Background: an optimization exercise with open tools, aiming at small area and a short achievable clock period. Do not read the settings as production practice.
Where RTL was checked, it was by simulation tests only, not by an equivalence proof against the original.
For run 1, only the layout was checked, not whether the RTL still works.

==> flow/flow/run.sh <==
#!/bin/bash
# Standard layout (the standard.sh, unchanged synthesis and flow), with the
# repair steps aiming for more setup slack than the 10 ns clock needs.
set -e
grep -v '^export SETUP_SLACK_MARGIN' config.mk > config.mk.new
echo 'export SETUP_SLACK_MARGIN = 6.5' >> config.mk.new
mv config.mk.new config.mk
bash standard.sh > standard.log 2>&1
==> flow/standard.sh <==
#!/bin/bash
# synth_recipe.tcl (not shown) runs the flow's synth.tcl, then flattens the netlist and writes it again
# the make line also repeats each setting of config.mk as NAME=value (left out here)
make -C /OpenROAD-flow-scripts/flow DESIGN_CONFIG=/design/flow/config.mk WORK_HOME=/design/flow/orfs CLKGATE_MAP_FILE= SYNTH_SCRIPT=/design/flow/synth_recipe.tcl "${@:-finish}"
==> flow/config.mk <==
export PLATFORM = sky130hd
export DESIGN_NAME = a_filter_approx
export DESIGN_NICKNAME = a_filter_approx
export VERILOG_FILES = /design/flow/design.v
export SDC_FILE = /design/flow/constraint.sdc
export NUM_CORES = 4
export LEC_CHECK = 0
export CAP_MARGIN = 20
export CORE_MARGIN = 2
export CORE_UTILIZATION = 40
export SLEW_MARGIN = 20
export SETUP_SLACK_MARGIN = 6.5
==> flow/constraint.sdc <==
create_clock -name core_clock -period 10.0 [get_ports {clk}]
set_input_delay 2.0000 -clock core_clock [delete_from_list [all_inputs] [get_ports {clk}]]
set_output_delay 2.0000 -clock core_clock [all_outputs]
set_load 0.01 [all_outputs]
==> flow/design.v <==
`timescale 1ns / 10ps
module a_filter_approx(
    input [31:0] x_in,
    input clk,
    input [5:0] reset,
    output [31:0] y_out);
    reg [31:0] y1, y2, y3, y4, y5, y6;
    reg [31:0] j2;
    reg [31:0] i3n, i4n, i5n, i6n;
    function [41:0] add42;
        input [41:0] a, b;
        reg [41:0] g, p, x;
        integer i, l;
        begin
            x = a ^ b;
            g = a & b;
            p = x;
            for (l = 0; l < 6; l = l + 1)
                for (i = 41; i >= 0; i = i - 1)
                    if (((i >> l) & 1) && (i >= (1 << l))) begin
                        g[i] = g[i] | (p[i] & g[((i >> l) << l) - 1]);
                        p[i] = p[i] & p[((i >> l) << l) - 1];
                    end
            add42 = x ^ {g[40:0], 1'b0};
        end
    endfunction
    function [83:0] csa42;
        input [41:0] a, b, c;
        begin
            csa42 = {{(a[40:0] & b[40:0]) | (a[40:0] & c[40:0]) | (b[40:0] & c[40:0]), 1'b0},
                     a ^ b ^ c};
        end
    endfunction
    wire [83:0] c1a = csa42({y1, 10'b1111111110}, {{9{y1[31]}}, y1, 1'b0},
                            ~{{6{y1[31]}}, y1, 4'b0});
    wire [83:0] c1b = csa42(c1a[41:0], c1a[83:42], {x_in, 10'b0});
    wire [41:0] n1 = add42(c1b[41:0], c1b[83:42]);
    wire [83:0] c2a = csa42({5'd0, y1, 5'b00001}, {5'd0, j2, 5'd0}, {5'd0, y2, 5'd0});
    wire [83:0] c2b = csa42({5'd0, ~{{4{y2[31]}}, y2, 1'b0}}, {5'd0, ~{{5{y2[31]}}, y2}},
                            42'd32);
    wire [83:0] c2c = csa42(c2a[41:0], c2a[83:42], c2b[41:0]);
    wire [83:0] c2d = csa42(c2c[41:0], c2c[83:42], c2b[83:42]);
    wire [41:0] n2 = add42(c2d[41:0], c2d[83:42]);
    wire [41:0] nj = add42({5'd0, {2{y1[31]}}, y1, 3'd0}, {5'd0, {5{y1[31]}}, y1});
    function [41:0] sec34;
        input [31:0] u, in, o;
        reg [83:0] r0, r1, r2, r3;
        begin
            r0 = csa42({u, 10'b0}, {in, 10'b1111111111}, {o, 10'b0});
            r1 = csa42(~{{9{o[31]}}, o, 1'b0}, ~{{10{o[31]}}, o}, 42'd1024);
            r2 = csa42(r0[41:0], r0[83:42], r1[41:0]);
            r3 = csa42(r2[41:0], r2[83:42], r1[83:42]);
            sec34 = add42(r3[41:0], r3[83:42]);
        end
    endfunction
    wire [41:0] n3 = sec34(y2, i3n, y3);
    wire [41:0] n4 = sec34(y3, i4n, y4);
    function [41:0] sec56;
        input [31:0] u, in, o;
        reg [83:0] r0, r1;
        begin
            r0 = csa42({6'd0, u, 4'b1111}, {6'd0, in, 4'b1111},
                       {6'd0, {3{o[31]}}, o, 1'b1});
            r1 = csa42(r0[41:0], r0[83:42], {6'd0, {4{o[31]}}, o});
            sec56 = add42(r1[41:0], r1[83:42]);
        end
    endfunction
    wire [41:0] n5 = sec56(y4, i5n, y5);
    wire [41:0] n6 = sec56(y5, i6n, y6);
    always @(posedge clk) begin
        y1 <= reset[0] ? 32'd0 : n1[41:10];
        y2 <= reset[1] ? 32'd0 : n2[36:5];
        j2 <= reset[1] ? 32'd0 : nj[36:5];
        y3 <= reset[2] ? 32'd0 : n3[41:10];
        i3n <= ~(reset[2] ? 32'd0 : y2);
        y4 <= reset[3] ? 32'd0 : n4[41:10];
        i4n <= ~(reset[3] ? 32'd0 : y3);
        y5 <= reset[4] ? 32'd0 : n5[35:4];
        i5n <= ~(reset[4] ? 32'd0 : y4);
        y6 <= reset[5] ? 32'd0 : n6[35:4];
        i6n <= ~(reset[5] ? 32'd0 : y5);
    end
    assign y_out = y6;
endmodule
==> impl_metrics.ini, run 1 <==
[global_route]
grtUsageTotal = 0.1606
grt_max_degree = 67
grt_pass1_vias = 22097
antenna_found_initial = 1
grt_pass1_wl_um = 108700
grt_overflow = 0

[die]
io_pins = 71
start_util = 0.4032
rows = 103
core_area_sq_um = 78870
die_h_um = 286.0
dieArea_sq_um = 81780
die_w_um = 286.0

[placed_design]
place_area_sq_um = 34540
place_congestion = 0.8355
post-dp-hpwl_um = 47770
numPortBuffers = 70
dpl.cell_count = 4247

[setup_path]
critPathTopFamily = compound AO/OA/AOI/OAI gates
critPathKind = primary input to flip-flop
end_kind = flip-flop
crit_buf_inv = 1
cp.arrival_ns = 5.05
worst_setup_path_start_kind = primary input
slowest_stage = fa_2
path_cells = buf_6 > fa_2 > ha_4 > o21a_1 > o21a_1 > o21ai_2 > a21oi_4 > a21oi_4 > o31ai_4 > a221o_1 > a211o_1 > mux2_4 > a21oi_2
required_ns = 10.52
crit_fanout = 4
r2r_slack_ns = 5.68
max_stage_delay_ns = 0.55

[clock_tree]
clock_path_buffers = 3
clock_sinks = 351
clk_pin_slew_worst_paths_ns = 0.06
clock_latency_ns = 0.60
h-tree-depth = 2
clockRootBuffer = clkbuf_16
numCtsBuffers = 45
cts_tree = done

[logic_synthesis]
synth_seq_area_share = 0.2209
synth_edf_count = 0
synth_top_area_share = 0.2858
synthCells = 3165
yosysTopAreaCell = fa_1
syn_area_sq_um = 31800
async_flop_share = 0
synth_warnings = 1
synth_area_leaders = fa_1 (29%), dfxtp_1 (22%), ha_1 (17%)
syn-num-nets = 4084
ys_types = 75
avgSynthCellArea_sq_um = 10.05
ys_ff_latch = 351
yosys_most_used_dff = dfxtp_1

[drt]
firstDrtPassIters = 5
post_drt_wl_per_cell_um = 13.98
num_vias = 21030
routed_via_density = 4.615
drt_iter0_drc = 648
ant_nets = 0
totalWireLength_um = 63720
post-route-drc-count = 0

[sta]
worstMarginPinSlew_ns = 1.038
rsz0062_at_grt = yes
min_period_ns = 4.525
final.setup.tns_ns = 0
skew_ns = 0.03609
fin_crit_sh = 0.4525
max-slew-margin-rel = 0.3078
hold_viol = 0
setup-violations-final = 0
max_freq_mhz = 221.0
maxSlewViolCount = 0

[final_layout]
final_common_cell = inv_1
antenna_cells = 0
final_cell_mix = inv_1 (565), fa_1 (430), ha_1 (336)
fin_nets = 4391
final_util = 0.5050
syn2layout_area_growth_pct = 25.23
fin_cells = 4557
final_layout_size_suffix_gt1_frac = 0.2412
design_area_sq_um = 39830
nFillCells = 7120

[worst_hold_path]
hold_path_class = flip-flop to flip-flop

[job]
cap_violations = 0

[outcome]
status = timing/DRC/antenna clean
per-layer routing:
layer / global-route usage / share of wire / vias up
met5: 0 / 0.00020 / -
met4: 0.03573 / 0.018 / 2
met3: 0.01858 / 0.024 / 84
met2: 0.2856 / 0.50 / 187
met1: 0.2091 / 0.46 / 10175
li1: - / - / 10582
final timing paths:
kind,endpoint,startpoint,cells past startpoint
setup reg to reg,y3[31]$_SDFF_PP0_,y3[2]$_SDFF_PP0_,20
hold reg to reg,i4n[1]$_DFF_P_,y3[1]$_SDFF_PP0_,1
setup / recovery,y1[31]$_SDFF_PP0_,x_in[2],13
hold / removal,i4n[1]$_DFF_P_,y3[1]$_SDFF_PP0_,1
cells in the mapped netlist (3+ instances only):
cell type    n
nand2b_1   147
fa_1       454
or3_1       11
and3_1      10
and4_1       6
dfxtp_1    351
nand2_1     47
o31ai_1      6
nor3_1      22
a21oi_1    132
o21a_1      25
a221o_1      5
nand3_1     24
o21ai_0     45
o21bai_1    21
a31o_2       4
clkbuf_1    38
xor2_1      89
o21ai_1     11
o211ai_1     5
a31oi_1     13
a21o_1      83
o31a_1       3
ha_1       426
nor4_1       7
or2_2        3
inv_1      658
xnor2_1    137
nor2b_1     33
o31ai_2      3
nor3b_1      6
a221oi_1     5
nor2_1     254
a41oi_1      9
a211oi_1     7
and2_1       3
nand4_1     16
worst reg2reg max path, cell delays in order, from the launching register on:
cell	delay (ns)
dfxtp_2	0.35
inv_4	0.05
buf_12	0.12
fa_1	0.50
inv_1	0.05
fa_1	0.47
inv_1	0.05
fa_1	0.48
inv_2	0.05
ha_4	0.26
o21a_1	0.12
o211ai_1	0.13
a2111o_1	0.48
a31oi_4	0.25
o21bai_4	0.11
a21oi_4	0.15
buf_4	0.12
a311oi_2	0.09
o21bai_1	0.17
xnor2_1	0.13
nor2_1	0.05
per-stage QoR:
step | worst slack (ns) | hold slack, ns
after global routing | 5.451 | 0.3915
after floorplan | 5.214 | 0.3701
after global placement | 4.505 | 0.3728
after detailed placement | 4.457 | 0.3764
final | 5.475 | 0.3808
after CTS | 5.559 | 0.3750
cell type report:
type,instances,area [sq um],area share
multi-input cells,2116,24610,0.6178
clock inverters,24,301.5,0.007571
well taps,1050,1314,0.03299
repair buffers,300,2550,0.06402
flip-flops and latches,351,7264,0.1824
inverters,658,2556,0.06418
clock buffers,58,1235,0.03101
cells by family (layout without fill, tap and decap cells):
group,count (synthesis),count (layout),share of synthesized area
AOI/OAI and AO/OA,409,409,0.08631
xor gates and xnor gates,226,226,0.06224
adders and majority gates,880,880,0.4534
buffers and inverters,698,1040,0.08238
DFF,351,351,0.2209
muxes,3,3,0.001180
and+or+nand+nor,598,598,0.09359
repair_timing:
item,CTS,global route
resized for setup,432,136
gates cloned,0,0
hold buffers,0,0
setup buffers,164,64
endpoints found under the setup margin,163,145
pin swaps,244,184
endpoints found under the hold margin,0,0
==> run 2, diff against run 1 <==
--- a/flow/design.v
+++ b/flow/design.v
@@ -35,22 +35,19 @@
                             ~{{6{y1[31]}}, y1, 4'b0});
     wire [83:0] c1b = csa42(c1a[41:0], c1a[83:42], {x_in, 10'b0});
     wire [41:0] n1 = add42(c1b[41:0], c1b[83:42]);
-    wire [83:0] c2a = csa42({5'd0, y1, 5'b00001}, {5'd0, j2, 5'd0}, {5'd0, y2, 5'd0});
-    wire [83:0] c2b = csa42({5'd0, ~{{4{y2[31]}}, y2, 1'b0}}, {5'd0, ~{{5{y2[31]}}, y2}},
-                            42'd32);
-    wire [83:0] c2c = csa42(c2a[41:0], c2a[83:42], c2b[41:0]);
-    wire [83:0] c2d = csa42(c2c[41:0], c2c[83:42], c2b[83:42]);
-    wire [41:0] n2 = add42(c2d[41:0], c2d[83:42]);
+    wire [83:0] c2a = csa42({5'd0, y1, 5'b11111}, {5'd0, j2, 5'b00010}, {5'd0, y2, 5'd0});
+    wire [83:0] c2b = csa42(c2a[41:0], c2a[83:42], {5'd0, ~{{4{y2[31]}}, y2, 1'b0}});
+    wire [83:0] c2c = csa42(c2b[41:0], c2b[83:42], {5'd0, ~{{5{y2[31]}}, y2}});
+    wire [41:0] n2 = add42(c2c[41:0], c2c[83:42]);
     wire [41:0] nj = add42({5'd0, {2{y1[31]}}, y1, 3'd0}, {5'd0, {5{y1[31]}}, y1});
     function [41:0] sec34;
         input [31:0] u, in, o;
-        reg [83:0] r0, r1, r2, r3;
+        reg [83:0] r0, r1, r2;
         begin
-            r0 = csa42({u, 10'b0}, {in, 10'b1111111111}, {o, 10'b0});
-            r1 = csa42(~{{9{o[31]}}, o, 1'b0}, ~{{10{o[31]}}, o}, 42'd1024);
-            r2 = csa42(r0[41:0], r0[83:42], r1[41:0]);
-            r3 = csa42(r2[41:0], r2[83:42], r1[83:42]);
-            sec34 = add42(r3[41:0], r3[83:42]);
+            r0 = csa42({u, 10'h3ff}, {in, 10'h3ff}, {o, 10'h001});
+            r1 = csa42(r0[41:0], r0[83:42], ~{{9{o[31]}}, o, 1'b0});
+            r2 = csa42(r1[41:0], r1[83:42], ~{{10{o[31]}}, o});
+            sec34 = add42(r2[41:0], r2[83:42]);
         end
     endfunction
     wire [41:0] n3 = sec34(y2, i3n, y3);
==> flow/run.sh (new file) <==
#!/bin/bash
# synth_recipe.tcl (not shown) runs the flow's synth.tcl, then flattens the netlist and writes it again
# the make line also repeats each setting of config.mk as NAME=value (left out here)
make -C /OpenROAD-flow-scripts/flow DESIGN_CONFIG=/design/flow/config.mk WORK_HOME=/design/flow/orfs CLKGATE_MAP_FILE= SYNTH_SCRIPT=/design/flow/synth_recipe.tcl finish
--- a/flow/config.mk
+++ b/flow/config.mk
@@ -9,4 +9,3 @@
 export CORE_MARGIN = 2
 export CORE_UTILIZATION = 40
 export SLEW_MARGIN = 20
-export SETUP_SLACK_MARGIN = 6.5
removed: flow/flow/run.sh
removed: flow/standard.sh
==> run 2 against run 1 <==
  * Still clean
  * Setup slack worse by 0.81 ns
  * Critical path depth did not move
  * Via count down 6.2%
  * Die area shrank 3.0%
  * Sequential cell count is the same
  * Routed wire length down 7.9%
==> impl_metrics.ini, run 2 <==
[outcome]
status = timing/DRC/antenna clean

[global_route]
grt_overflow = 0
grt_max_degree = 69
antenna_found_initial = 0
grt_pass1_vias = 20925
grt_pass1_wl_um = 102300
grtUsageTotal = 0.1592

[clock_tree]
ctsResizeCount = 0
clock_latency_ns = 0.57
clk_pin_slew_worst_paths_ns = 0.06
clock_path_buffers = 3
hold_buffers = 0
numCtsBuffers = 43
cts_tree = done
h-tree-depth = 2
clockRootBuffer = clkbuf_16
postCtsSetupBuffers = 0
clock_sinks = 351

[logic_synthesis]
synth_fa_ha_area_frac = 0.4315
synthCells = 3060
syn_area_sq_um = 30840
avgSynthCellArea_sq_um = 10.08
synth_seq_area_share = 0.2278
synth_top_area_share = 0.2960
async_flop_share = 0
synth_compound_area_frac = 0.08637
syn-num-nets = 3889
synth_top_family_by_area = adder cells
ys_ff_latch = 351
synth.area.mux_share = 0.001704
synth_area_leaders = fa_1 (30%), dfxtp_1 (23%), ha_1 (14%)
synthSimpleGateAreaFrac = 0.1100
yosys_most_used_dff = dfxtp_1
ys_types = 72
synth_edf_count = 0
synth_warnings = 1
post-synth-top-count-cell = inv_1
synth-xor-area-share = 0.07525
yosysTopAreaCell = fa_1
ys_top_cells_by_count = inv_1 (510), fa_1 (456), dfxtp_1 (351)

[placed_design]
place_congestion = 0.8564
numPortBuffers = 70
post-dp-hpwl_um = 47690

[setup_path]
crit_start = x_in[0]
crit_fanout = 5
critPathKind = primary input to flip-flop
required_ns = 10.44
ff2ff_path_depth = 16
end_kind = flip-flop
r2r_start = y3[11]$_SDFF_PP0_
cp.arrival_ns = 5.77
r2r_slack_ns = 4.96
worst_setup_path_start_kind = primary input
timing.rr.end = y4[31]$_SDFF_PP0_
endpoint = y1[27]$_SDFF_PP0_

[final_layout]
fin_nets = 3967
final_layout_size_suffix_gt1_frac = 0.03658
antenna_cells = 0
syn2layout_area_growth_pct = 10.68
final_cell_mix = inv_1 (510), fa_1 (456), dfxtp_1 (351)
final_common_cell = inv_1

[die]
start_util = 0.4048
die_h_um = 281.7
rows = 101
core_area_sq_um = 76200
io_pins = 71
die_w_um = 281.7
dieArea_sq_um = 79350

[sta]
skew_ns = 0.01904
setup-violations-final = 0
max_freq_mhz = 187.5
rsz0062_at_grt = no
max-slew-margin-rel = 0.4904
hold_viol = 0
fin_crit_sh = 0.5332
final.setup.tns_ns = 0
min_period_ns = 5.332
worstMarginPinSlew_ns = 0.7633
maxSlewViolCount = 0

[worst_hold_path]
hold_path_class = flip-flop to flip-flop

[drt]
routed_via_density = 4.697
totalWireLength_um = 58690
post-route-drc-count = 0
post_drt_wl_per_cell_um = 13.97
firstDrtPassIters = 5
drt_iter0_drc = 701
num_vias = 19734
ant_nets = 0

[job]
cap_violations = 0
[run 2: changes by cell type in the layout (fill, tap and decap cells not counted), moves of 42 or more]
cell             before  now
a21oi_2              59    2
dfxtp_1             239  351
dlygate4sd2_1        42    0
xnor2_1             111  181
inv_1               565  510
buf_4               178    6
ha_4                 86    0
dfxtp_2              73    0
o21ai_0              31   75
a21oi_1              62  138
inv_2                64    2
buf_6                56    0
clkdlybuf4s50_1      12   65
[run 2: routing by layer]
layer | wire length [um] | vias up | part of all wire | GRT usage
met5 | 0 | - | 0 | 0
met4 | 1117 | 0 | 0.019 | 0.03833
met3 | 1584 | 68 | 0.027 | 0.01873
met2 | 29740 | 222 | 0.51 | 0.2903
met1 | 26240 | 9588 | 0.45 | 0.1999
li1 | - | 9856 | - | -
[run 2: cell type report]
cell class	instances	area, sq um
clock buffer	62	1279
clock inverter	16	167.7
fill	7320	42070
inverter	512	1922
multi-input combinational	2155	21740
sequential	351	7027
tap	1030	1289
timing repair buffer	75	715.7
[run 2: worst min path at each step]
| stage | startpoint | end | slack [ns] | cells past startpoint |
|---|---|---|---|---|
| after floorplan | y5[2]$_SDFF_PP0_ | i6n[2]$_DFF_P_ | 0.40 | 1 |
| after global placement | y5[2]$_SDFF_PP0_ | i6n[2]$_DFF_P_ | 0.42 | 1 |
| after detailed placement | y5[2]$_SDFF_PP0_ | i6n[2]$_DFF_P_ | 0.44 | 1 |
| after CTS | y5[2]$_SDFF_PP0_ | i6n[2]$_DFF_P_ | 0.45 | 1 |
| after global routing | y5[2]$_SDFF_PP0_ | i6n[2]$_DFF_P_ | 0.47 | 1 |
| final | y5[2]$_SDFF_PP0_ | i6n[2]$_DFF_P_ | 0.44 | 1 |
[run 2: kinds of logic (layout without fill, tap and decap cells)]
group                    Yosys count  after routing
AO/OA/AOI/OAI                    415            415
XOR/XNOR                         265            265
adder cells (fa/ha/maj)          790            790
buffers and inverters            554            665
flip-flops                       351            351
multiplexers                       5              5
AND/OR/NAND/NOR                  680            680
[run 2: through the flow]
stage | setup WS, ns | instance area (sq um) | hold slack [ns] | instances | util
2_1_floorplan | 4.990 | 30840 | 0.4037 | 3060 | -
3_3_place_gp | 4.220 | 32690 | 0.4172 | 4123 | 0.4290
3_5_place_dp | 4.108 | 32690 | 0.4390 | 4123 | 0.4290
4_1_cts | 4.670 | 34130 | 0.4531 | 4201 | 0.4479
5_1_grt | 4.432 | 34140 | 0.4665 | 4201 | 0.4480
6_report | 4.668 | 34140 | 0.4388 | 4201 | 0.4480
[run 2: worst max-delay path: stages]
cell             delay, ns
clkdlybuf4s50_1       0.44
fa_1                  0.49
ha_1                  0.35
a21oi_1               0.18
nor2b_1               0.10
nor4_2                0.34
nor3_1                0.12
or3_1                 0.41
o41a_4                0.41
a311oi_1              0.52
a21oi_1               0.17
xnor2_1               0.18
nor2_1                0.06
==> run 3, diff against run 2 <==
--- a/flow/design.v
+++ b/flow/design.v
@@ -34,7 +34,7 @@
     wire [83:0] c1a = csa42({y1, 10'b1111111110}, {{9{y1[31]}}, y1, 1'b0},
                             ~{{6{y1[31]}}, y1, 4'b0});
     wire [83:0] c1b = csa42(c1a[41:0], c1a[83:42], {x_in, 10'b0});
-    wire [41:0] n1 = add42(c1b[41:0], c1b[83:42]);
+    wire [41:0] n1 = c1b[41:0] + c1b[83:42];
     wire [83:0] c2a = csa42({5'd0, y1, 5'b11111}, {5'd0, j2, 5'b00010}, {5'd0, y2, 5'd0});
     wire [83:0] c2b = csa42(c2a[41:0], c2a[83:42], {5'd0, ~{{4{y2[31]}}, y2, 1'b0}});
     wire [83:0] c2c = csa42(c2b[41:0], c2b[83:42], {5'd0, ~{{5{y2[31]}}, y2}});
==> run 3 against run 2 <==
  * Still clean
  * Count of clock-buffer cells in the layout down 1
  * Via count up 2.8%
  * Register-to-register slack better by 0.13 ns
  * Critical path depth up 1
  * Setup slack better by 0.34 ns
  * Routed wire length up 1.1%
  * Global-route usage up 0.10 points
  * Largest cell class unchanged
  * Highest routed layer unchanged
==> impl_metrics.ini, run 3 <==
[sta]
maxSlewViolCount = 0
max_freq_mhz = 200.3
rsz0062_at_grt = no
fin_crit_sh = 0.4992
worstMarginPinSlew_ns = 0.7507
max-slew-margin-rel = 0.4995
min_period_ns = 4.992
skew_ns = 0.03439
setup-violations-final = 0
hold_viol = 0
whs_ns = 0.4301
final.setup.tns_ns = 0
timing.final.ws_setup_ns = 5.008

[setup_path]
max_stage_delay_ns = 0.53
r2r_slack_ns = 5.09
worst_setup_path_start_kind = primary input
cp.arrival_ns = 5.46
path_cells = clkdlybuf4s50_1 > inv_1 > fa_1 > inv_1 > ha_1 > nand2_1 > o21ai_0 > a22oi_1 > a211oi_2 > nor2_1 > a21oi_2 > a31oi_1 > o21bai_1 > mux2_2
crit_top_cell = inv_1
critPathKind = primary input to flip-flop
slowest_stage = fa_1
end_kind = flip-flop
crit_fanout = 7
required_ns = 10.47

[drt]
num_vias = 20287
post-route-drc-count = 0
drt_iter0_drc = 709
routed_via_density = 4.778
firstDrtPassIters = 4
post_drt_wl_per_cell_um = 13.98
ant_nets = 0
totalWireLength_um = 59360

[clock_tree]
clockRootBuffer = clkbuf_16
clock_sinks = 351
cts_tree = done
clock_latency_ns = 0.60
h-tree-depth = 2
postCtsSetupBuffers = 0
clk_pin_slew_worst_paths_ns = 0.06
ctsResizeCount = 0
clock_path_buffers = 3
hold_buffers = 0
numCtsBuffers = 45

[logic_synthesis]
avgSynthCellArea_sq_um = 10.05
synth_seq_area_share = 0.2263
ys_ff_latch = 351
ys_top_cells_by_count = inv_1 (520), fa_1 (454), dfxtp_1 (351)
syn_area_sq_um = 31050
synth_edf_count = 0
post-synth-top-count-cell = inv_1
synth_area_leaders = fa_1 (29%), dfxtp_1 (23%), ha_1 (13%)
async_flop_share = 0
ys_types = 77
synth_top_area_share = 0.2927
yosys_most_used_dff = dfxtp_1
yosysTopAreaCell = fa_1
synth_warnings = 1
synthCells = 3090
syn-num-nets = 3917

[global_route]
grt_max_degree = 70
grt_overflow = 0
grtUsageTotal = 0.1602
grt_pass1_wl_um = 104500
antenna_found_initial = 0
grt_pass1_vias = 21725

[final_layout]
syn2layout_area_growth_pct = 11.36
antenna_cells = 0
ff_latch_area_sq_um = 7027
final_util = 0.4479
fin_nets = 3997
final_cell_mix = inv_1 (520), fa_1 (454), dfxtp_1 (351)
nFillCells = 7452
final_common_cell = inv_1
multi_input_area_sq_um = 21900
final_layout_size_suffix_gt1_frac = 0.04211

[die]
die_w_um = 282.6
dieArea_sq_um = 79880
die_h_um = 282.6
io_pins = 71
start_util = 0.4022
rows = 102
core_area_sq_um = 77210

[job]
cap_violations = 0

[worst_hold_path]
hold_path_class = flip-flop to flip-flop

[placed_design]
numPortBuffers = 70
pre_cts_ws_ns = 4.436
place_congestion = 0.8273
post-dp-hpwl_um = 48010

[outcome]
status = timing/DRC/antenna clean
## run 3: cell count changes in the layout (fill, tap and decap cells not counted), moves of 10 or more
cell     change
o21a_1      +16
and3_1      +15
nor3_1      +35
inv_1       +10
nor2_1      -32
xnor2_1     -27
## run 3: per-layer routing
layer,vias to the layer above,part of all wire,track usage
met2,166,0.52,0.3007
li1,10052,-,-
met3,75,0.023,0.01834
met1,9994,0.44,0.1948
met4,0,0.020,0.03663
met5,-,0,0
## run 3: logic make-up after synthesis
logic type                 Yosys count  synth area share
adders and majority gates          788            0.4272
and+or+nand+nor                    685            0.1105
buffers and inverters              566           0.06841
AOI/OAI and AO/OA                  458           0.09847
DFF                                351            0.2263
xor gates and xnor gates           229           0.06458
muxes                               13          0.004553
## run 3: through the flow
step,instance area [sq um],std cells
2_1_floorplan,31050,3090
3_3_place_gp,32910,4162
3_5_place_dp,32930,4163
4_1_cts,34580,4246
5_1_grt,34580,4246
6_report,34580,4246
## run 3: area by class of cell
cell class | instances | share of cell area
clock inverters | 22 | 0.01085
flip-flops and latches | 351 | 0.2032
well taps | 1040 | 0.03763
inverters | 522 | 0.05666
repair buffers | 77 | 0.02142
multi-input cells | 2173 | 0.6334
clock buffers | 61 | 0.03690
## run 3: critical path, delay by kind of cell
family / cells / cell delay, ns
compound gates: 6 / 1.42
simple gates: 2 / 0.27
mux: 1 / 0.34
buf+inv: 3 / 0.55
fa+ha+maj: 2 / 0.87
## run 3: path summary, 6_finish.rpt
check,from,end,depth (start not counted)
setup reg to reg,y2[5]$_SDFF_PP0_,y2[27]$_SDFF_PP0_,15
setup / recovery,x_in[1],y1[28]$_SDFF_PP0_,14
hold reg to reg,y5[2]$_SDFF_PP0_,i6n[2]$_DFF_P_,1
hold / removal,y5[2]$_SDFF_PP0_,i6n[2]$_DFF_P_,1
==> run 4, diff against run 3 <==
--- a/flow/config.mk
+++ b/flow/config.mk
@@ -8,4 +8,5 @@
 export CAP_MARGIN = 20
 export CORE_MARGIN = 2
 export CORE_UTILIZATION = 40
+export SETUP_SLACK_MARGIN = 5
 export SLEW_MARGIN = 20
==> run 4 against run 3 <==
  * Highest routed layer unchanged
  * Still clean
  * Critical path type unchanged
  * Non-clock buffer count grew 6
  * Critical endpoint unchanged
  * Global-route usage is essentially flat
  * Clock skew grew 0.0017 ns
==> impl_metrics.ini, run 4 <==
[final_layout]
final_common_cell = inv_1
fin_cells = 4252
antenna_cells = 0
design_area_sq_um = 34700
final_cell_mix = inv_1 (520), fa_1 (454), dfxtp_1 (340)
syn2layout_area_growth_pct = 11.72
final_layout_size_suffix_gt1_frac = 0.04950
fin_nets = 4003

[clock_tree]
hold_buffers = 0
clk_pin_slew_worst_paths_ns = 0.06
h-tree-depth = 2
clock_latency_ns = 0.60
clock_sinks = 351
cts_tree = done
clockRootBuffer = clkbuf_16
clock_path_buffers = 3
numCtsBuffers = 45

[placed_design]
post-dp-hpwl_um = 48010
place_area_sq_um = 32930
dpl.cell_count = 4163
place_congestion = 0.8273
numPortBuffers = 70

[die]
die_h_um = 282.6
dieArea_sq_um = 79880
die_w_um = 282.6
core_area_sq_um = 77210
io_pins = 71
start_util = 0.4022
rows = 102

[drt]
post-route-drc-count = 0
routed_via_density = 4.777
firstDrtPassIters = 4
ant_nets = 0
post_drt_wl_per_cell_um = 13.98
drt_iter0_drc = 683
totalWireLength_um = 59450
num_vias = 20313

[setup_path]
crit_fanout = 5
slowest_stage = fa_1
max_stage_delay_ns = 0.53
cp.arrival_ns = 5.31
required_ns = 10.47
critPathKind = primary input to flip-flop
end_kind = flip-flop
path_cells = clkdlybuf4s50_1 > inv_1 > fa_1 > inv_1 > ha_1 > nand2_1 > o21ai_0 > a22oi_1 > a211oi_2 > nor2_2 > a21oi_4 > a31oi_1 > o21bai_1 > mux2_2
worst_setup_path_start_kind = primary input
crit_top_cell = inv_1

[logic_synthesis]
synth_top_area_share = 0.2927
syn_area_sq_um = 31050
yosys_most_used_dff = dfxtp_1
synth_edf_count = 0
synth_warnings = 1
ys_ff_latch = 351
ys_types = 77
ys_top_cells_by_count = inv_1 (520), fa_1 (454), dfxtp_1 (351)
avgSynthCellArea_sq_um = 10.05
yosysTopAreaCell = fa_1
synthCells = 3090
synth_area_leaders = fa_1 (29%), dfxtp_1 (23%), ha_1 (13%)
post-synth-top-count-cell = inv_1
syn-num-nets = 3917
async_flop_share = 0
synth_seq_area_share = 0.2263

[sta]
worstMarginPinSlew_ns = 0.7511
max_freq_mhz = 206.5
rsz0062_at_grt = yes
max-slew-margin-rel = 0.4992
skew_ns = 0.03608
min_period_ns = 4.842
setup-violations-final = 0
final.setup.tns_ns = 0
fin_crit_sh = 0.4842
hold_viol = 0
maxSlewViolCount = 0

[global_route]
grt_overflow = 0
grtUsageTotal = 0.1602
grt_pass1_wl_um = 104500
antenna_found_initial = 0
grt_pass1_vias = 21760
grt_max_degree = 70

[worst_hold_path]
hold_path_class = flip-flop to flip-flop

[job]
cap_violations = 0

[outcome]
status = timing/DRC/antenna clean
run 4: cell types whose count changed in the layout (fill, tap and decap cells not counted), sizes merged:
cell / delta
buf: +6
run 4: timing repair:
| item | CTS | global route |
|---|---|---|
| gates resized for setup | 1 | 18 |
| pin swaps | 0 | 3 |
| setup endpoints to repair | 1 | 10 |
| setup buffers | 0 | 6 |
run 4: cells by family (layout without fill, tap and decap cells):
family,after synthesis,after routing,synth area share
AO/OA/AOI/OAI,458,458,0.09847
XOR/XNOR,229,229,0.06458
adder cells (fa/ha/maj),788,788,0.4272
buffers and inverters,566,688,0.06841
flip-flops,351,351,0.2263
multiplexers,13,13,0.004553
AND/OR/NAND/NOR,685,685,0.1105
run 4: layer usage:
metal  vias to the layer above  track usage  share of wire
met2                       179       0.3010           0.52
met3                        75      0.01834          0.024
met4                         0      0.03677          0.020
li1                      10066            -              -
met5                         -            0              0
met1                      9993       0.1946           0.44
run 4: area by class of cell:
cell class,instances,area (sq um)
multi-input cells,2173,21940
flip-flops and latches,351,7041
clock buffers,61,1276
inverters,522,1959
fillers,7450,42520
well taps,1040,1301
clock inverters,22,375.4
repair buffers,83,798.3
run 4: worst max-delay path: cells and delay by family:
kind                       cells  cell delay (ns)
AOI/OAI and AO/OA              6             1.33
adders and majority gates      2             0.87
buffers and inverters          3             0.55
muxes                          1             0.34
and+or+nand+nor                2             0.24
run 4: metrics by stage:
stage / util / hold slack [ns] / setup slack [ns]
5_1_grt: 0.4494 / 0.4578 / 4.982
6_report: 0.4494 / 0.4301 / 5.158
2_1_floorplan: - / 0.4037 / 5.317
3_3_place_gp: 0.4263 / 0.4172 / 4.469
3_5_place_dp: 0.4265 / 0.4179 / 4.436
4_1_cts: 0.4480 / 0.4398 / 5.042
run 4: worst paths after layout:
kind                             to             start  cells past startpoint  slack (ns)
setup / recovery  y1[28]$_SDFF_PP0_           x_in[1]                     14        5.16
hold / removal       i6n[2]$_DFF_P_  y5[2]$_SDFF_PP0_                      1        0.43
setup reg to reg  y2[27]$_SDFF_PP0_  y1[9]$_SDFF_PP0_                     15        5.28
hold reg to reg      i6n[2]$_DFF_P_  y5[2]$_SDFF_PP0_                      1        0.43
==> run 5, diff against run 4 <==
--- a/flow/config.mk
+++ b/flow/config.mk
@@ -5,8 +5,10 @@
 export SDC_FILE = /design/flow/constraint.sdc
 export NUM_CORES = 4
 export LEC_CHECK = 0
+export ABC_AREA = 1
 export CAP_MARGIN = 20
 export CORE_MARGIN = 2
 export CORE_UTILIZATION = 40
+export CTS_BUF_LIST = sky130_fd_sc_hd__clkbuf_4 sky130_fd_sc_hd__clkbuf_8
 export SETUP_SLACK_MARGIN = 5
 export SLEW_MARGIN = 20
==> run 5 against run 4 <==
  * Utilization down 0.51 points
  * Critical path depth grew 3
  * Count of clock-buffer cells in the layout grew 40
  * Highest routed layer is now met5
  * First-iteration DRC count increased by 62%
  * Routed wire length up 23%
  * Sequential share of layout area down 1.3 points
==> impl_metrics.ini, run 5 <==
[outcome]
status = timing/DRC/antenna clean

[final_layout]
final_cell_mix = inv_1 (810), nand2_1 (787), fa_1 (454)
fin_cells = 5346
final_common_cell = inv_1
fin_nets = 5040
syn2layout_area_growth_pct = 10.52
design_area_sq_um = 37000
final_layout_size_suffix_gt1_frac = 0.05416

[logic_synthesis]
synthSimpleGateAreaFrac = 0.1811
synth.area.mux_share = 0
yosys_most_used_dff = dfxtp_1
synth_top_family_by_area = adder cells
synth_area_leaders = fa_1 (27%), dfxtp_1 (21%), ha_1 (12%)
synth-xor-area-share = 0.02564
synthCells = 4109
syn_area_sq_um = 33480
async_flop_share = 0
synth_compound_area_frac = 0.08764
synth_seq_area_share = 0.2099
ys_top_cells_by_count = inv_1 (811), nand2_1 (787), fa_1 (454)
ys_ff_latch = 351
ys_types = 49
yosysTopAreaCell = fa_1
syn-num-nets = 4936
synth_edf_count = 0
avgSynthCellArea_sq_um = 8.148
synth_warnings = 1
synth_fa_ha_area_frac = 0.3963
post-synth-top-count-cell = inv_1
synth_top_area_share = 0.2715

[clock_tree]
postCtsSetupBuffers = 0
clockRootBuffer = clkbuf_8
clock_latency_ns = 0.68
clock_sinks = 351
ctsResizeCount = 0
clk_pin_slew_worst_paths_ns = 0.06
hold_buffers = 0
cts_tree = done
numCtsBuffers = 71
h-tree-depth = 3
clock_path_buffers = 3

[die]
die_w_um = 293.3
core_area_sq_um = 83290
io_pins = 71
rows = 106
dieArea_sq_um = 86020
die_h_um = 293.3
start_util = 0.4019

[setup_path]
r2r_start = y1[12]$_SDFF_PP0_
critPathKind = flip-flop to flip-flop
required_ns = 10.52
crit_top_cell = nand2_1
worst_setup_path_start_kind = flip-flop
slowest_stage = dfxtp_1
path_cells = fa_1 > inv_1 > fa_1 > fa_1 > inv_1 > ha_1 > nand2_1 > nand2_1 > nand2_1 > nand2_1 > nand2_1 > nand2_1 > a21oi_1 > nand2_2 > fa_1 > xnor2_1 > nor2_1
r2r_slack_ns = 5.87
cp.arrival_ns = 4.65
end_kind = flip-flop
timing.rr.end = y2[28]$_SDFF_PP0_
ff2ff_path_depth = 17
crit_fanout = 6
max_stage_delay_ns = 0.63

[global_route]
gr-usage-met1 = 0.2208
use_met3 = 0.02882
gr-usage-met2 = 0.3224
grtUsageTotal = 0.1794
gr-max-usage-layer = met2
antenna_found_initial = 2
grt_max_degree = 58
grt_pass1_vias = 25613
grt_pass1_wl_um = 125000
grt_overflow = 0

[drt]
ant_nets = 0
totalWireLength_um = 73160
post-route-drc-count = 0
routed_via_density = 4.717
firstDrtPassIters = 5
num_vias = 25216
post_drt_wl_per_cell_um = 13.69
drt_iter0_drc = 1106

[worst_hold_path]
hold_path_class = flip-flop to flip-flop
whs_path_depth = 1
min_from = y5[2]$_SDFF_PP0_
hold_end = i6n[2]$_DFF_P_

[placed_design]
numPortBuffers = 70
place_congestion = 0.9050
place_area_sq_um = 35380
post-dp-hpwl_um = 59740
dpl.cell_count = 5220

[sta]
rsz0062_at_grt = no
worstMarginPinSlew_ns = 0.9435
max_freq_mhz = 242.2
final.setup.tns_ns = 0
max-slew-margin-rel = 0.3671
fin_crit_sh = 0.4129
setup-violations-final = 0
min_period_ns = 4.129
maxSlewViolCount = 0
hold_viol = 0
skew_ns = 0.03655

[job]
cap_violations = 0
run 5: cell families after synthesis:
group,count (synthesis)
compound gates,542
xor+xnor,98
fa+ha+maj,788
buf+inv,876
flops,351
simple gates,1454
run 5: per-layer routing:
layer  part of all wire  vias to the layer above  wire, um
li1                   -                    12889         -
met1               0.45                    11856     32580
met2               0.49                      345     35980
met3              0.035                      124      2538
met4              0.028                        2      2050
met5            0.00018                        -        13
run 5: worst max-delay path, delay by kind of cell (launching register included):
family,cells,cell delay (ns)
DFF,1,0.63
buffers and inverters,2,0.11
and+or+nand+nor,8,0.75
AOI/OAI and AO/OA,1,0.19
adders and majority gates,5,2.15
xor gates and xnor gates,1,0.14
run 5: layout make-up:
cell class,instances,area [sq um]
Antenna cell,1,2.502
Inverter,828,3108
Multi-Input combinational cell,2882,23120
Clock inverter,24,311.5
Sequential cell,351,7027
Clock buffer,101,1309
Timing Repair Buffer,79,768.2
Tap cell,1080,1351
Fill cell,8338,46290
run 5: stage by stage:
| stage | hold WS, ns | utilization | setup slack, ns |
|---|---|---|---|
| floorplan | 0.4003 | - | 6.093 |
| global placement | 0.4110 | 0.4247 | 5.371 |
| detailed placement | 0.4140 | 0.4247 | 5.360 |
| CTS | 0.4294 | 0.4442 | 5.851 |
| global route | 0.4585 | 0.4442 | 5.575 |
| finish | 0.4234 | 0.4442 | 5.871 |
run 5: worst max-delay path by stage:
stage,startpoint,to,slack [ns],cells past startpoint
2_1_floorplan,x_in[1],y1[19]$_SDFF_PP0_,6.09,14
3_3_place_gp,x_in[14],y1[31]$_SDFF_PP0_,5.37,16
3_5_place_dp,x_in[1],y1[28]$_SDFF_PP0_,5.36,15
4_1_cts,y1[12]$_SDFF_PP0_,y2[28]$_SDFF_PP0_,5.85,17
5_1_grt,y2[6]$_SDFF_PP0_,y2[28]$_SDFF_PP0_,5.57,17
6_report,y1[12]$_SDFF_PP0_,y2[28]$_SDFF_PP0_,5.87,17
==> run 6, diff against run 5 <==
--- a/flow/config.mk
+++ b/flow/config.mk
@@ -9,6 +9,5 @@
 export CAP_MARGIN = 20
 export CORE_MARGIN = 2
 export CORE_UTILIZATION = 40
-export CTS_BUF_LIST = sky130_fd_sc_hd__clkbuf_4 sky130_fd_sc_hd__clkbuf_8
 export SETUP_SLACK_MARGIN = 5
 export SLEW_MARGIN = 20
==> run 6 against run 5 <==
  * Setup slack improved by 0.021 ns
  * Critical path depth unchanged
  * Die area unchanged
  * Clock skew decreased by 0.0063 ns
  * Global-route usage is 0.18 points lower
  * Utilization hardly changed
  * Final cell count is 0.80% lower
  * Highest routed layer unchanged
==> impl_metrics.ini, run 6 <==
[logic_synthesis]
synth_area_leaders = fa_1 (27%), dfxtp_1 (21%), ha_1 (12%)
ys_ff_latch = 351
ys_top_cells_by_count = inv_1 (811), nand2_1 (787), fa_1 (454)
syn-num-nets = 4936
post-synth-top-count-cell = inv_1
ys_types = 49
yosys_most_used_dff = dfxtp_1
synth_warnings = 1
yosysTopAreaCell = fa_1
synth_edf_count = 0
syn_area_sq_um = 33480
avgSynthCellArea_sq_um = 8.148
async_flop_share = 0
synth_top_area_share = 0.2715
synthCells = 4109
synth_seq_area_share = 0.2099

[placed_design]
post-dp-hpwl_um = 59740
place_congestion = 0.9050
numPortBuffers = 70

[clock_tree]
clk_pin_slew_worst_paths_ns = 0.05
hold_buffers = 0
clock_latency_ns = 0.60
h-tree-depth = 2
cts_tree = done
clockRootBuffer = clkbuf_16
clock_sinks = 351
ctsResizeCount = 0
numCtsBuffers = 46
clock_path_buffers = 3
postCtsSetupBuffers = 0

[die]
io_pins = 71
start_util = 0.4019
die_h_um = 293.3
rows = 106
die_w_um = 293.3
core_area_sq_um = 83290
dieArea_sq_um = 86020

[final_layout]
syn2layout_area_growth_pct = 10.51
nFillCells = 8321
final_common_cell = inv_1
ff_latch_area_sq_um = 7027
fin_nets = 5015
final_cell_mix = inv_1 (810), nand2_1 (787), fa_1 (454)
final_util = 0.4442
final_layout_size_suffix_gt1_frac = 0.04286
multi_input_area_sq_um = 23120
antenna_cells = 0

[global_route]
grt_overflow = 0
antenna_found_initial = 1
grtUsageTotal = 0.1776
grt_pass1_vias = 25407
grt_pass1_wl_um = 124300
grt_max_degree = 58

[drt]
post-route-drc-count = 0
post_drt_wl_per_cell_um = 13.69
num_vias = 25092
ant_nets = 0
routed_via_density = 4.732
highest_layer = met5
drt_iter0_drc = 1102
wl_met2_um = 35650
drt-met1-wl_um = 32720
totalWireLength_um = 72570
firstDrtPassIters = 6
wl_met3_um = 2137

[job]
cap_violations = 0

[sta]
rsz0062_at_grt = no
worstMarginPinSlew_ns = 0.9512
final.setup.tns_ns = 0
max_freq_mhz = 243.4
skew_ns = 0.03025
fin_crit_sh = 0.4108
hold_viol = 0
max-slew-margin-rel = 0.3619
whs_ns = 0.4215
setup-violations-final = 0
min_period_ns = 4.108
maxSlewViolCount = 0

[setup_path]
worst_setup_path_start_kind = flip-flop
slowest_stage = dfxtp_1
end_kind = flip-flop
max_stage_delay_ns = 0.55
r2r_slack_ns = 5.89
path_cells = fa_1 > inv_1 > fa_1 > fa_1 > inv_1 > ha_1 > nand2_1 > inv_1 > a21oi_1 > nand2_1 > nand2_1 > nand2_4 > nand2_1 > nand2_2 > fa_1 > xnor2_1 > nor2_1
crit_fanout = 10
critPathKind = flip-flop to flip-flop
cp.arrival_ns = 4.56
required_ns = 10.45

[worst_hold_path]
hold_path_class = flip-flop to flip-flop

[outcome]
status = timing/DRC/antenna clean
[run 6: cell families (layout without fill, tap and decap cells)]
group / Yosys count / in the layout / share of synthesized area
and+or+nand+nor: 1454 / 1454 / 0.1811
buffers and inverters: 876 / 990 / 0.09945
adders and majority gates: 788 / 788 / 0.3963
AOI/OAI and AO/OA: 542 / 542 / 0.08764
DFF: 351 / 351 / 0.2099
xor gates and xnor gates: 98 / 98 / 0.02564
[run 6: area by class of cell]
class	count	area share
timing repair buffer	79	0.02077
clock buffer	65	0.03602
tap	1080	0.03653
clock inverter	18	0.007745
inverter	828	0.08401
multi-input combinational	2882	0.6250
sequential	351	0.1899
[run 6: final timing paths]
check	from	end	cells past startpoint
max	y1[2]$_SDFF_PP0_	y2[28]$_SDFF_PP0_	17
min	y5[2]$_SDFF_PP0_	i6n[2]$_DFF_P_	1
max reg2reg	y1[2]$_SDFF_PP0_	y2[28]$_SDFF_PP0_	17
min reg2reg	y5[2]$_SDFF_PP0_	i6n[2]$_DFF_P_	1
[run 6: routing by layer]
layer	GRT usage	vias up
met2	0.3218	325
met3	0.02110	109
met1	0.2215	11816
li1	-	12840
met4	0.05127	2
met5	0	-
[run 6: critical path, delay by kind of cell (launching register included)]
kind | cells | cell delay [ns]
fa+ha+maj | 5 | 2.13
simple gates | 7 | 0.83
flops | 1 | 0.55
buf+inv | 3 | 0.16
xor+xnor | 1 | 0.14
compound gates | 1 | 0.13
[run 6: metrics by stage]
step	cell area, sq um	setup slack [ns]	instances
3_3_place_gp	35380	5.371	5220
5_1_grt	37000	5.572	5303
2_1_floorplan	33480	6.093	4109
6_report	37000	5.892	5303
3_5_place_dp	35380	5.360	5220
4_1_cts	37000	5.846	5303
==> run 7, diff against run 6 <==
--- a/flow/config.mk
+++ b/flow/config.mk
@@ -9,5 +9,7 @@
 export CAP_MARGIN = 20
 export CORE_MARGIN = 2
 export CORE_UTILIZATION = 40
+export CTS_CLUSTER_DIAMETER = 100
+export CTS_CLUSTER_SIZE = 22
 export SETUP_SLACK_MARGIN = 5
 export SLEW_MARGIN = 20
==> run 7 against run 6 <==
  * Clock skew is 0.0028 ns lower
  * Fmax is 0.77% lower
  * Hold slack better by 0.013 ns
  * Critical path type unchanged
  * Non-clock buffer count stayed put
  * Routed wire length is 0.63% lower
  * Critical path depth stayed put
==> impl_metrics.ini, run 7 <==
[final_layout]
fin_nets = 4992
final_layout_size_suffix_gt1_frac = 0.03447
final_common_cell = inv_1
antenna_cells = 0
final_cell_mix = inv_1 (810), nand2_1 (787), fa_1 (454)
syn2layout_area_growth_pct = 8.058
final_util = 0.4343
nFillCells = 8411

[clock_tree]
numCtsBuffers = 23
cts_tree = done
hold_buffers = 0
clock_path_buffers = 3
ctsResizeCount = 0
clk_pin_slew_worst_paths_ns = 0.10
clock_latency_ns = 0.59
clock_sinks = 351
postCtsSetupBuffers = 0
clockRootBuffer = clkbuf_16
h-tree-depth = 1

[sta]
skew_ns = 0.02750
final.setup.tns_ns = 0
hold_viol = 0
rsz0062_at_grt = no
max_freq_mhz = 241.6
min_period_ns = 4.140
setup-violations-final = 0
timing.final.ws_setup_ns = 5.860
worstMarginPinSlew_ns = 0.9641
maxSlewViolCount = 0
fin_crit_sh = 0.4140
max-slew-margin-rel = 0.3563

[setup_path]
worst_setup_path_start_kind = flip-flop
required_ns = 10.45
critPathKind = flip-flop to flip-flop
slowest_stage = dfxtp_1
r2r_start = y2[6]$_SDFF_PP0_
r2r_slack_ns = 5.86
max_stage_delay_ns = 0.62
crit_fanout = 10
cp.arrival_ns = 4.59
ff2ff_path_depth = 17
timing.rr.end = y2[28]$_SDFF_PP0_
path_cells = fa_1 > inv_1 > fa_1 > fa_1 > inv_1 > ha_1 > nand2_1 > inv_1 > nand2_1 > nand2_1 > a21oi_1 > nand2_4 > nand2_1 > nand2_2 > fa_1 > xnor2_1 > nor2_1
end_kind = flip-flop

[worst_hold_path]
hold_end = i6n[2]$_DFF_P_
min_from = y5[2]$_SDFF_PP0_
hold_path_class = flip-flop to flip-flop
whs_path_depth = 1

[drt]
drt_iter0_drc = 1107
totalWireLength_um = 72120
ant_nets = 0
post_drt_wl_per_cell_um = 13.72
num_vias = 24892
post-route-drc-count = 0
firstDrtPassIters = 5
routed_via_density = 4.734

[logic_synthesis]
ys_ff_latch = 351
synth_seq_area_share = 0.2099
synth_warnings = 1
synthCells = 4109
ys_top_cells_by_count = inv_1 (811), nand2_1 (787), fa_1 (454)
post-synth-top-count-cell = inv_1
async_flop_share = 0
syn_area_sq_um = 33480
avgSynthCellArea_sq_um = 8.148
synth_area_leaders = fa_1 (27%), dfxtp_1 (21%), ha_1 (12%)
synth_edf_count = 0
yosysTopAreaCell = fa_1
ys_types = 49
yosys_most_used_dff = dfxtp_1
synth_top_area_share = 0.2715
syn-num-nets = 4936

[die]
dieArea_sq_um = 86020
io_pins = 71
die_h_um = 293.3
core_area_sq_um = 83290
start_util = 0.4019
die_w_um = 293.3
rows = 106

[global_route]
grt_pass1_wl_um = 123600
grt_overflow = 0
grtUsageTotal = 0.1757
grt_max_degree = 58
antenna_found_initial = 0
grt_pass1_vias = 25122

[placed_design]
pre_cts_ws_ns = 5.360
place_congestion = 0.9050
post-dp-hpwl_um = 59740
numPortBuffers = 70

[outcome]
status = timing/DRC/antenna clean

[job]
cap_violations = 0
## run 7: cell counts after synthesis
No cell type changed its count.
## run 7: layer usage
metal | part of all wire | global-route usage | routed length (um)
met2 | 0.50 | 0.3243 | 35970
met5 | 0 | 0 | 0
met1 | 0.45 | 0.2216 | 32540
met3 | 0.027 | 0.01672 | 1945
met4 | 0.023 | 0.03808 | 1661
## run 7: how the worst max path moves through the flow
stage	end	startpoint	depth (start not counted)
after CTS	y2[28]$_SDFF_PP0_	y2[6]$_SDFF_PP0_	17
after detailed placement	y1[28]$_SDFF_PP0_	x_in[1]	15
after global routing	y2[28]$_SDFF_PP0_	y2[6]$_SDFF_PP0_	17
after floorplan	y1[19]$_SDFF_PP0_	x_in[1]	14
after global placement	y1[31]$_SDFF_PP0_	x_in[14]	16
final	y2[28]$_SDFF_PP0_	y2[6]$_SDFF_PP0_	17
## run 7: logic make-up after synthesis
kind of cell | synth area share
AO/OA/AOI/OAI | 0.08764
XOR/XNOR | 0.02564
adder cells (fa/ha/maj) | 0.3963
buffers and inverters | 0.09945
flip-flops | 0.2099
AND/OR/NAND/NOR | 0.1811
## run 7: layout make-up
class	count	area, sq um	share of cell area
Timing Repair Buffer	79	768.2	0.02124
Sequential cell	351	7027	0.1942
Multi-Input combinational cell	2882	23120	0.6392
Clock inverter	15	224.0	0.006191
Clock buffer	23	575.6	0.01591
Inverter	828	3108	0.08591
Tap cell	1080	1351	0.03735
## run 7: worst max-delay path, delay by kind of cell (launching register included)
| kind | cells | cell delay [ns] |
|---|---|---|
| XOR/XNOR | 1 | 0.14 |
| AO/OA/AOI/OAI | 1 | 0.24 |
| buffers and inverters | 3 | 0.16 |
| flip-flops | 1 | 0.62 |
| adder cells (fa/ha/maj) | 5 | 2.16 |
| AND/OR/NAND/NOR | 7 | 0.65 |
## run 7: through the flow
stage | cells | hold WS (ns) | area [sq um]
after global placement | 5220 | 0.4110 | 35380
after CTS | 5258 | 0.4404 | 36180
after global routing | 5258 | 0.4706 | 36180
final | 5258 | 0.4344 | 36180
after detailed placement | 5220 | 0.4140 | 35380
after floorplan | 4109 | 0.4003 | 33480
==> run 8, diff against run 7 <==
--- a/flow/config.mk
+++ b/flow/config.mk
@@ -8,7 +8,7 @@
 export ABC_AREA = 1
 export CAP_MARGIN = 20
 export CORE_MARGIN = 2
-export CORE_UTILIZATION = 40
+export CORE_UTILIZATION = 55
 export CTS_CLUSTER_DIAMETER = 100
 export CTS_CLUSTER_SIZE = 22
 export SETUP_SLACK_MARGIN = 5
==> run 8 against run 7 <==
  * Still clean
  * Design area down 0.93%
  * Critical path depth unchanged
  * Count of clock-buffer cells in the layout up 4
  * Final cell count down 5.6%
  * Synthesized area unchanged
  * Critical endpoint is now y4[27]$_SDFF_PP0_
==> impl_metrics.ini, run 8 <==
[drt]
num_vias = 24972
routed_via_density = 5.030
ant_nets = 0
drt_iter0_drc = 1340
post_drt_wl_per_cell_um = 14.66
firstDrtPassIters = 5
post-route-drc-count = 0
totalWireLength_um = 72810

[logic_synthesis]
synth_warnings = 1
syn-num-nets = 4936
synthCells = 4109
synth_area_leaders = fa_1 (27%), dfxtp_1 (21%), ha_1 (12%)
syn_area_sq_um = 33480
ys_top_cells_by_count = inv_1 (811), nand2_1 (787), fa_1 (454)
ys_ff_latch = 351
post-synth-top-count-cell = inv_1
synth_top_area_share = 0.2715
synth_seq_area_share = 0.2099
avgSynthCellArea_sq_um = 8.148
synth_edf_count = 0
yosysTopAreaCell = fa_1
ys_types = 49
async_flop_share = 0
yosys_most_used_dff = dfxtp_1

[placed_design]
place_area_sq_um = 35030
pre_cts_ws_ns = 5.357
numPortBuffers = 70
post-dp-hpwl_um = 60170
dpl.cell_count = 4926
place_congestion = 0.9316

[final_layout]
design_area_sq_um = 35840
final_cell_mix = inv_1 (811), nand2_1 (787), fa_1 (454)
antenna_cells = 0
final_util = 0.5949
fin_cells = 4965
fin_nets = 4997
final_layout_size_suffix_gt1_frac = 0.03538
syn2layout_area_growth_pct = 7.049
final_common_cell = inv_1

[global_route]
grtUsageTotal = 0.2452
grt_pass1_vias = 25052
antenna_found_initial = 0
grt_max_degree = 55
grt_pass1_wl_um = 124800
grt_overflow = 0

[clock_tree]
clk_pin_slew_worst_paths_ns = 0.09
ctsResizeCount = 0
clockRootBuffer = clkbuf_16
h-tree-depth = 1
numCtsBuffers = 24
cts_tree = done
clock_sinks = 351
postCtsSetupBuffers = 0
hold_buffers = 0
clock_latency_ns = 0.58
clock_path_buffers = 3

[setup_path]
endpoint = y4[27]$_SDFF_PP0_
critPathKind = flip-flop to flip-flop
r2r_start = y4[1]$_SDFF_PP0_
slowest_stage = dfxtp_1
timing.rr.end = y4[27]$_SDFF_PP0_
path_cells = fa_1 > inv_1 > fa_1 > fa_1 > inv_1 > ha_1 > nand2_1 > inv_2 > nand2_1 > nor3_2 > nand2_1 > nand2_1 > nand2_1 > nand2_2 > nand2_1 > a21oi_1 > nor2_1
cp.arrival_ns = 4.61
required_ns = 10.47
ff2ff_path_depth = 17
r2r_slack_ns = 5.87
crit_fanout = 14
crit_start = y4[1]$_SDFF_PP0_
crit_top_cell = nand2_1
end_kind = flip-flop
max_stage_delay_ns = 0.56
worst_setup_path_start_kind = flip-flop

[sta]
min_period_ns = 4.134
hold_viol = 0
timing.final.ws_setup_ns = 5.866
maxSlewViolCount = 0
max-slew-margin-rel = 0.3932
skew_ns = 0.02797
rsz0062_at_grt = no
max_freq_mhz = 241.9
fin_crit_sh = 0.4134
setup-violations-final = 0
final.setup.tns_ns = 0
worstMarginPinSlew_ns = 0.9046

[die]
core_area_sq_um = 60250
die_w_um = 250.7
die_h_um = 250.7
io_pins = 71
rows = 90
dieArea_sq_um = 62860
start_util = 0.5557

[job]
cap_violations = 0

[worst_hold_path]
hold_path_class = flip-flop to flip-flop

[outcome]
status = timing/DRC/antenna clean
==> run 8: cell counts after synthesis <==
Identical to the previous run, type by type.
==> run 8: logic make-up after synthesis <==
family,Yosys count,share of synthesized area
compound gates,542,0.08764
fa+ha+maj,788,0.3963
simple gates,1454,0.1811
flops,351,0.2099
xor+xnor,98,0.02564
buf+inv,876,0.09945
==> run 8: how the worst min path moves through the flow <==
stage	cells past startpoint	startpoint	to	slack (ns)
CTS	1	y5[2]$_SDFF_PP0_	i6n[2]$_DFF_P_	0.46
detailed placement	1	y5[2]$_SDFF_PP0_	i6n[2]$_DFF_P_	0.43
global route	1	y5[2]$_SDFF_PP0_	i6n[2]$_DFF_P_	0.46
global placement	1	y5[2]$_SDFF_PP0_	i6n[2]$_DFF_P_	0.42
floorplan	1	y5[2]$_SDFF_PP0_	i6n[2]$_DFF_P_	0.40
finish	1	y5[2]$_SDFF_PP0_	i6n[2]$_DFF_P_	0.45
==> run 8: area by class of cell <==
class                   count  area [sq um]
well taps                 782         978.4
inverters                 828          3108
fillers                  5616         24410
clock buffers              27         643.1
repair buffers             83         798.3
flip-flops and latches    351          7027
clock inverters            12         161.4
multi-input cells        2882         23120
==> run 8: per-layer routing <==
metal | vias to the layer above | wire length (um) | global-route usage
met2 | 333 | 35430 | 0.4356
met4 | 0 | 1520 | 0.04876
met5 | - | 0 | 0
met1 | 11812 | 33500 | 0.3282
met3 | 76 | 2350 | 0.02130
li1 | 12751 | - | -
==> run 8: critical path, delay by kind of cell (launching register included) <==
kind                     cells  cell delay (ns)
adder cells (fa/ha/maj)      4             1.73
AO/OA/AOI/OAI                1             0.15
buffers and inverters        3             0.16
AND/OR/NAND/NOR              9             1.40
flip-flops                   1             0.56
==> run 8: metrics by stage <==
step	hold WS, ns
3_3_place_gp	0.4220
4_1_cts	0.4552
6_report	0.4523
2_1_floorplan	0.4003
3_5_place_dp	0.4321
5_1_grt	0.4629
==> run 9, diff against run 8 <==
==> flow/flow/run.sh (new file) <==
#!/bin/bash
# The standard layout (standard.sh: unchanged synthesis, floorplan, placement,
# CTS and routing at the design's clock and constraints). The only change: the
# buffers that the flow puts on every input and output port are buf_2 cells
# instead of the slow delay buffer buffer_ports picks by default.
set -e
echo 'export BUFFER_PORTS_ARGS = -buffer_cell sky130_fd_sc_hd__buf_2' >> config.mk
bash standard.sh > standard.log 2>&1
==> flow/standard.sh (new file) <==
#!/bin/bash
# synth_recipe.tcl (not shown) runs the flow's synth.tcl, then flattens the netlist and writes it again
# the make line also repeats each setting of config.mk as NAME=value (left out here)
make -C /OpenROAD-flow-scripts/flow DESIGN_CONFIG=/design/flow/config.mk WORK_HOME=/design/flow/orfs CLKGATE_MAP_FILE= SYNTH_SCRIPT=/design/flow/synth_recipe.tcl "${@:-finish}"
==> flow/config.mk (replaced) <==
export PLATFORM = sky130hd
export DESIGN_NAME = a_filter_approx
export DESIGN_NICKNAME = a_filter_approx
export VERILOG_FILES = /design/flow/design.v
export SDC_FILE = /design/flow/constraint.sdc
export NUM_CORES = 4
export LEC_CHECK = 0
export CAP_MARGIN = 20
export CORE_MARGIN = 2
export CORE_UTILIZATION = 40
export SETUP_SLACK_MARGIN = 5
export SLEW_MARGIN = 20
export BUFFER_PORTS_ARGS = -buffer_cell sky130_fd_sc_hd__buf_2
removed: flow/run.sh
==> run 9 against run 8 <==
  * Design area decreased by 4.9%
  * Routed wire length down 19%
  * Setup slack worse by 0.63 ns
  * Synthesized cell count is 25% lower
  * Via count is 19% lower
  * Still clean
  * Critical endpoint is now y3[27]$_SDFF_PP0_
==> impl_metrics.ini, run 9 <==
[logic_synthesis]
synth_compound_area_frac = 0.09847
async_flop_share = 0
synth.area.mux_share = 0.004553
synth_edf_count = 0
ys_types = 77
syn_area_sq_um = 31050
avgSynthCellArea_sq_um = 10.05
synth_area_leaders = fa_1 (29%), dfxtp_1 (23%), ha_1 (13%)
synth_seq_area_share = 0.2263
ys_ff_latch = 351

[sta]
rsz0062_at_grt = yes
max-slew-margin-rel = 0.4884
worstMarginPinSlew_ns = 0.7664
max_freq_mhz = 209.7

[setup_path]
critPathKind = flip-flop to flip-flop
slowest_stage = dfxtp_1
cp.arrival_ns = 5.22
worst_setup_path_start_kind = flip-flop
path_cells = fa_1 > inv_1 > fa_1 > fa_1 > inv_1 > ha_1 > nand4_1 > nor2_1 > a211oi_1 > a21oi_1 > nor3_4 > buf_12 > o22ai_4 > o311a_4 > o41ai_2 > mux2_1
max_stage_delay_ns = 0.53

[clock_tree]
clock_latency_ns = 0.58
clk_pin_slew_worst_paths_ns = 0.06
numCtsBuffers = 44
clock_path_buffers = 3

[drt]
post-route-drc-count = 0
routed_via_density = 4.770
totalWireLength_um = 58890
firstDrtPassIters = 5

[global_route]
grt_max_degree = 70
antenna_found_initial = 0
grt_pass1_wl_um = 104400

[final_layout]
multi_input_area_sq_um = 21920
nFillCells = 7459
fin_nets = 3995
final_common_cell = inv_1
final_cell_mix = inv_1 (520), fa_1 (454), dfxtp_1 (350)
final_layout_size_suffix_gt1_frac = 0.06244

[die]
io_pins = 71
die_h_um = 282.6
start_util = 0.4022
rows = 102
die_w_um = 282.6

[placed_design]
post-dp-hpwl_um = 47770
pre_cts_ws_ns = 4.811
numPortBuffers = 70

[outcome]
status = timing/DRC/antenna clean
==> run 9: cell types whose count changed after synthesis, moves of 20 or more <==
cell and delta:
o21ai_0 -35, o31ai_1 +21, a21oi_1 -205, a21o_1 +46
nor2b_1 +32, xor2_1 +27, nor3_1 +38, nor2_1 -140
nand2_1 -703, xnor2_1 +104, o21a_1 +20, nand3_1 -156
inv_1 -291, nand2b_1 +144
==> run 9: kinds of logic (layout without fill, tap and decap cells) <==
group / after synthesis / after routing
AND/OR/NAND/NOR: 685 / 685
adder cells (fa/ha/maj): 788 / 788
multiplexers: 13 / 13
AO/OA/AOI/OAI: 458 / 458
flip-flops: 351 / 351
buffers and inverters: 566 / 679
XOR/XNOR: 229 / 229
==> run 9: final timing paths <==
kind,from,to
worst max-delay path,y3[1]$_SDFF_PP0_,y3[27]$_SDFF_PP0_
worst min-delay path,y5[2]$_SDFF_PP0_,i6n[2]$_DFF_P_
worst max register to register,y3[1]$_SDFF_PP0_,y3[27]$_SDFF_PP0_
worst min register to register,y5[2]$_SDFF_PP0_,i6n[2]$_DFF_P_
==> run 9: layer usage <==
metal | GRT usage | wire [um]
met5 | 0 | 0
met4 | 0.03622 | 1103
met3 | 0.01974 | 1372
met2 | 0.3007 | 30460
met1 | 0.1925 | 25960
==> run 9: final cells by class <==
| cell class | instances | share of cell area |
|---|---|---|
| tap | 1040 | 0.03817 |
| timing repair buffer | 76 | 0.01196 |
| clock buffer | 62 | 0.03692 |
| multi-input combinational | 2173 | 0.6431 |
| clock inverter | 19 | 0.006239 |
| inverter | 522 | 0.05747 |
| sequential | 351 | 0.2062 |
==> run 9: what timing repair did <==
| item | CTS | global route |
|---|---|---|
| gates resized for setup | 0 | 5 |
| buffers inserted | 0 | 1 |
| endpoints found under the setup margin | 0 | 10 |
==> run 9: critical path, delay by kind of cell (launching register included) <==
kind,cells,cell delay [ns]
DFF,1,0.53
muxes,1,0.34
buffers and inverters,3,0.27
AOI/OAI and AO/OA,5,1.37
and+or+nand+nor,3,0.44
adders and majority gates,4,1.69
==> run 9: stage by stage <==
stage,util,cells,area [sq um]
6_report,0.4415,4243,34090
5_1_grt,0.4415,4243,34090
4_1_cts,0.4410,4242,34050
3_5_place_dp,0.4219,4161,32580
3_3_place_gp,0.4219,4161,32580
2_1_floorplan,-,3090,31050

-- what the ideal ports hide --
The flow's constraints put no driver on any port. The routed layouts listed below were extracted and timed again, unchanged, in two steps. Step 1 sets driving cells, clkbuf_16 on the clock port and buf_2 on the other inputs (assumed; they add their load-dependent delay and slew). Step 2 also shifts input and output timing later by t, the mid clock arrival at the registers, as if the neighbouring blocks saw the same clock. Slacks: ideal ports / drivers / drivers and shift; pairs: ideal ports / drivers.
run | shift t [ns] | slack for setup (ns) | worst setup path after step 2 | worst slew at a driven data input, ns
run 1 | 0.643 | 5.475 / 5.505 / 4.863 | input to register | 0.09
run 2 | 0.625 | 4.668 / 4.707 / 4.083 | input to register | 0.05
run 3 | 0.641 | 5.008 / 5.047 / 4.406 | input to register | 0.06
run 4 | 0.641 | 5.158 / 5.196 / 4.555 | input to register | 0.06
run 5 | 0.720 | 5.871 / 5.871 / 5.309 | input to register | 0.07
run 6 | 0.649 | 5.892 / 5.892 / 5.320 | input to register | 0.07
run 7 | 0.633 | 5.860 / 5.860 / 5.327 | input to register | 0.07
run 8 | 0.635 | 5.866 / 5.866 / 5.316 | input to register | 0.04
run 9 | 0.633 | 5.232 / 5.232 / 4.767 | input to register | 0.06
After both steps every run listed still meets setup and hold. For run 1, which loses most, drivers alone change the setup slack by +0.030 ns; drivers and shift together by -0.612 ns.
